What follows belongs to an exercise in optimizing a design on an open flow for small area; a production flow would make more cautious choices. RTL that was checked went through simulation tests only; none was proved equivalent to the original. Power figures rest on the tool's default switching activity, not on a simulated workload.

==> wip/violet: inputs <==
// mac_interface
module mac_interface (
    input wire clk,
    input wire reset,
    input wire [7:0] addr,
    input wire [31:0] data_in,
    input wire write_enable,
    output reg [31:0] data_out,
    output reg IRQ_MAC
);
==> module mac_interface, before the edit <==
module mac_interface (
    input wire clk,
    input wire reset,
    input wire [7:0] addr,
    input wire [31:0] data_in,
    input wire write_enable,
    output reg [31:0] data_out,
    output reg IRQ_MAC
);
    reg [31:0] MAC_INA;
    reg [31:0] MAC_INB;
    reg        ina_set;      
    reg        inb_set;      
    reg [7:0]  MAC_CTRL;
    reg [39:0] MAC_ACC;
    reg [15:0] MAC_OUT;      
    reg        out_on;       
    reg        armed;        
    reg        done;
    reg [3:0]  cnt;          
    reg        cnt4;         
    reg        phase;        
    reg [15:0] pu;           
    reg [15:0] pl;           
    wire       on    = MAC_CTRL[7];
    wire [2:0] shift = MAC_CTRL[6:4];
    wire [1:0] mode  = MAC_CTRL[3:2];
    wire       start_bit = MAC_CTRL[1];
    wire       msk   = MAC_CTRL[0];
    wire start  = start_bit & ~armed;
    wire active = armed & ~done;
    wire step   = active & ~cnt4;
    wire comp   = active & cnt4;
    wire a_hi = (mode == 2'b10) | ((mode == 2'b11) & phase);
    wire b_hi = (mode == 2'b10) | ((mode == 2'b11) & phase);
    wire b_ina = (mode == 2'b00);
    wire [15:0] B = b_ina ? MAC_INA[31:16] : (b_hi ? MAC_INB[31:16] : MAC_INB[15:0]);
    wire b = B[cnt] & ina_set & (b_ina | inb_set);
    wire sel_hi = ~cnt4 & b & a_hi;
    wire sel_lo = ~cnt4 & b & ~a_hi;
    wire [15:0] y = ({16{sel_hi}} & MAC_INA[31:16]) |
                    ({16{sel_lo}} & MAC_INA[15:0]) |
                    ({16{cnt4}} & MAC_ACC[31:16]);
    wire [16:0] c;
    wire [16:0] s;
    assign c[0] = 1'b0;
    wire [8:0] hc;
    wire [7:0] hs;
    assign hc[0] = c[16];
    genvar i;
    generate
        for (i = 0; i < 16; i = i + 1) begin : add
            assign s[i] = pu[i] ^ y[i] ^ c[i];
            assign c[i+1] = (pu[i] & y[i]) | (c[i] & (pu[i] ^ y[i]));
        end
        for (i = 0; i < 8; i = i + 1) begin : inc
            assign hs[i] = MAC_ACC[32+i] ^ hc[i];
            assign hc[i+1] = MAC_ACC[32+i] & hc[i];
        end
    endgenerate
    assign s[16] = c[16];
    always @(posedge clk) begin
        if (reset) begin
            ina_set <= 1'b0;
            inb_set <= 1'b0;
            MAC_CTRL <= 8'd0;
            data_out <= 32'd0;
        end else if (write_enable) begin
            case (addr)
                8'h24: ina_set <= 1'b1;
                8'h25: inb_set <= 1'b1;
                8'h29: MAC_CTRL <= data_in[7:0];
                default: ;
            endcase
        end else begin
            case (addr)
                8'h26: data_out <= MAC_ACC[31:0];
                8'h27: data_out <= {24'd0, MAC_ACC[39:32]};
                8'h28: data_out <= {16'd0, out_on ? MAC_OUT : 16'd0};
                default: data_out <= 32'd0;
            endcase
        end
    end
    always @(posedge clk) begin
        MAC_OUT <= MAC_ACC[31:9] >> (3'd7 - shift);
        if (write_enable && addr == 8'h24) MAC_INA <= data_in;
        if (write_enable && addr == 8'h25) MAC_INB <= data_in;
    end
    always @(posedge clk) begin
        if (reset) begin
            armed <= 1'b0;
            done <= 1'b0;
            cnt4 <= 1'b0;
            phase <= 1'b0;
            MAC_ACC <= 40'd0;
            out_on <= 1'b0;
            IRQ_MAC <= 1'b0;
        end else begin
            armed <= start_bit;
            if (start) begin
                done <= 1'b0;
                cnt4 <= 1'b0;
                if (on && mode == 2'b11 && cnt4) phase <= ~phase;
            end
            if (step && cnt == 4'd15) cnt4 <= 1'b1;
            if (comp) begin
                done <= 1'b1;
                MAC_ACC <= {hs, s[15:0], pl};
            end
            out_on <= on;
            IRQ_MAC <= on & msk & done;
        end
    end
    always @(posedge clk) begin
        cnt <= start ? 4'd0 : cnt + 4'd1;
        pu <= start ? MAC_ACC[15:0] : s[16:1];
        pl <= {s[0], pl[15:1]};
    end
endmodule
export LEC_CHECK = 0
export CAP_MARGIN = 20
export CORE_MARGIN = 2
export CORE_UTILIZATION = 65
export SLEW_MARGIN = 20
create_clock -name core_clock -period 10.0 [get_ports {clk}]
standard.sh (not shown) runs the stock make flow with config.mk's settings and CLKGATE_MAP_FILE= SYNTH_SCRIPT=/design/flow/synth_recipe.tcl, a recipe that flattens the netlist after the stock synthesis.
==> flow/flow/run.sh <==
#!/bin/bash
# Own layout flow: the standard ORFS flow (standard.sh) with three changes.
#  1. Synthesis is the standard one except for the ABC script used to map the
#     combinational logic (flow/area.abc, area oriented instead of delay
#     oriented).  Registers, their names and cell types are untouched.
#  2. Port buffers use the smallest buffer cell (sky130_fd_sc_hd__buf_1).
#  3. Clock tree synthesis uses sky130_fd_sc_hd__clkbuf_4 buffers, sinks
#     clustered by 10, and no dummy loads.
# Each tool's output goes to its own log in this folder.
set -euo pipefail
HERE=$(pwd)
FLOWDIR=$HERE/flow
# synthesis script: ORFS synth.tcl with the ABC script replaced
sed "s|^  log_cmd abc {\*}\$abc_args|  set abc_args [lreplace \$abc_args 1 1 $FLOWDIR/area.abc]\n  log_cmd abc {*}\$abc_args|" \
  "$FLOW_HOME/scripts/synth.tcl" > "$HERE/synth_area.tcl"
grep -q "area.abc" "$HERE/synth_area.tcl"
sed "s|source \$::env(SCRIPTS_DIR)/synth.tcl|source $HERE/synth_area.tcl|" \
  "$HERE/synth_recipe.tcl" > "$HERE/synth_recipe_area.tcl"
grep -q "synth_area.tcl" "$HERE/synth_recipe_area.tcl"
sed "s|SYNTH_SCRIPT=[^ ]*synth_recipe.tcl|SYNTH_SCRIPT=$HERE/synth_recipe_area.tcl|" \
  "$HERE/standard.sh" > "$HERE/standard_area.sh"
grep -q "synth_recipe_area.tcl" "$HERE/standard_area.sh"
export BUFFER_PORTS_ARGS="-buffer_cell sky130_fd_sc_hd__buf_1"
export CTS_ARGS="-sink_clustering_enable -repair_clock_nets -dont_use_dummy_load -buf_list sky130_fd_sc_hd__clkbuf_4 -sink_clustering_size 10 -sink_clustering_max_diameter 40"
bash "$HERE/standard_area.sh" > "$HERE/flow_make.log" 2>&1
==> flow/flow/area.abc <==
strash
&get -n
&deepsyn -T 60
&dch -f
&nf -R 1000
&put
==> inputs of wip/ember, as changes to wip/violet <==
--- a/flow/design.v
+++ b/flow/design.v
@@ -12,7 +12,8 @@
     reg        ina_set;      
     reg        inb_set;      
     reg [7:0]  MAC_CTRL;
-    reg [39:0] MAC_ACC;
+    reg [39:0] MAC_ACC;      
+    reg        acc_cy;       
     reg [15:0] MAC_OUT;      
     reg        out_on;       
     reg        armed;        
@@ -46,7 +47,7 @@
     assign c[0] = 1'b0;
     wire [8:0] hc;
     wire [7:0] hs;
-    assign hc[0] = c[16];
+    assign hc[0] = acc_cy;
     genvar i;
     generate
         for (i = 0; i < 16; i = i + 1) begin : add
@@ -75,7 +76,7 @@
         end else begin
             case (addr)
                 8'h26: data_out <= MAC_ACC[31:0];
-                8'h27: data_out <= {24'd0, MAC_ACC[39:32]};
+                8'h27: data_out <= {24'd0, hs};
                 8'h28: data_out <= {16'd0, out_on ? MAC_OUT : 16'd0};
                 default: data_out <= 32'd0;
             endcase
@@ -93,10 +94,13 @@
             cnt4 <= 1'b0;
             phase <= 1'b0;
             MAC_ACC <= 40'd0;
+            acc_cy <= 1'b0;
             out_on <= 1'b0;
             IRQ_MAC <= 1'b0;
         end else begin
             armed <= start_bit;
+            acc_cy <= comp & c[16];
+            MAC_ACC[39:32] <= hs;
             if (start) begin
                 done <= 1'b0;
                 cnt4 <= 1'b0;
@@ -105,7 +109,7 @@
             if (step && cnt == 4'd15) cnt4 <= 1'b1;
             if (comp) begin
                 done <= 1'b1;
-                MAC_ACC <= {hs, s[15:0], pl};
+                MAC_ACC[31:0] <= {s[15:0], pl};
             end
             out_on <= on;
             IRQ_MAC <= on & msk & done;
==> flow/flow/area.abc (replaced) <==
strash
&get -n
&deepsyn -T 60
&put
dch
amap
strash
dch
amap
topo
--- a/flow/config.mk
+++ b/flow/config.mk
@@ -5,7 +5,7 @@
 export SDC_FILE = /design/flow/constraint.sdc
 export NUM_CORES = 4
 export LEC_CHECK = 0
-export CAP_MARGIN = 20
+export CAP_MARGIN = 0
 export CORE_MARGIN = 2
-export CORE_UTILIZATION = 65
-export SLEW_MARGIN = 20
+export CORE_UTILIZATION = 75
+export SLEW_MARGIN = 0
==> qor summary <==
| quantity | wip/violet | wip/ember |
|---|---|---|
| Met2 Usage GRT | 48.0% | 59.8% |
| Timing endpoint of the critical path | MAC_ACC[38]$_SDFFE_PP0P_ | MAC_ACC[31]$_SDFFE_PP0P_ |
| Clock tree buffer count of the final layout | 27 | 25 |
| Total wire length after detailed routing | 18500 um | 18800 um |
| Count of non-filler cells in the finished layout | 871 | 902 |
| Hold path endpoint | pl[10]$_DFF_P_ | pl[13]$_DFF_P_ |
| Met1 track demand over resource in global routing | 40.6% | 45.0% |
| Relative area of clock buffers and inverters in the final design | 2.42% | 2.30% |
| Clock network fraction of design power | 27.8% | 26.8% |
| Slew HR | 35.7% | 24.1% |
| Multi-input logic portion of the cell area | 32.9% | 29.6% |
| Internal portion of total power | 1.02 mW | 1.01 mW |
| Worst IR Drop VDD | 136 uV | 143 uV |
| Clk Latency, worst-skew pair | 0.64 ns | 0.60 ns |
| Count of multi-input combinational gates | 376 | 375 |
| DP HPWL | 13100 um | 13600 um |
| Cell area after technology mapping | 7500 um2 | 7450 um2 |
| Post-synthesis compound-gate area fraction | 19.5% | 18.9% |
| Layout cell share with drive strength beyond 1 | 9.49% | 4.55% |
| Pwr Density | 159 nW/um2 | 164 nW/um2 |
| Global routing usage on met3 | 3.81% | 5.35% |
| Arithmetic-cell share of the synthesized area counting full adders, half adders and majority gates | 5.51% | 5.54% |
| Flip-flop and latch share of the layout cell area | 56.4% | 58.2% |
| Endpoint of the worst-slack reg-to-reg timing path | MAC_ACC[38]$_SDFFE_PP0P_ | MAC_ACC[31]$_SDFFE_PP0P_ |
| Number of ordinary inverters in the final layout | 30 | 82 |
| Smallest setup slack after layout | 0.396 ns | 0.575 ns |
| Run status | finished clean | finished clean |
No functional check of the RTL was part of wip/violet.

## re-timing with driven ports
In the flow no input, the clock included, has a driving cell. The finished layouts below were timed again as built, in two steps.
Step 1 (the two cells are an assumption about what drives the block):
set clk [get_ports {clk}]
set_driving_cell -lib_cell sky130_fd_sc_hd__clkbuf_16 $clk
set_driving_cell -lib_cell sky130_fd_sc_hd__buf_2 [delete_from_list [all_inputs] $clk]
Step 2 times the ports against the registers' clock, not the clock port: input delays grow and output delays shrink by t, the midpoint of the rising clock arrivals with the driver on.
Three values: ideal ports, drivers, drivers and shift; two values: the first two.
| run | t (ns) | slack for setup (ns) | worst slew at a driven data input, ns | pins driven straight from the clock port |
|---|---|---|---|---|
| wip/violet | 0.641 | 0.396 / 0.396 / 0.396 | 0.04 | 1 |
| wip/ember | 0.605 | 0.575 / 0.575 / 0.575 | 0.04 | 1 |
After both steps every run listed still meets setup and hold.
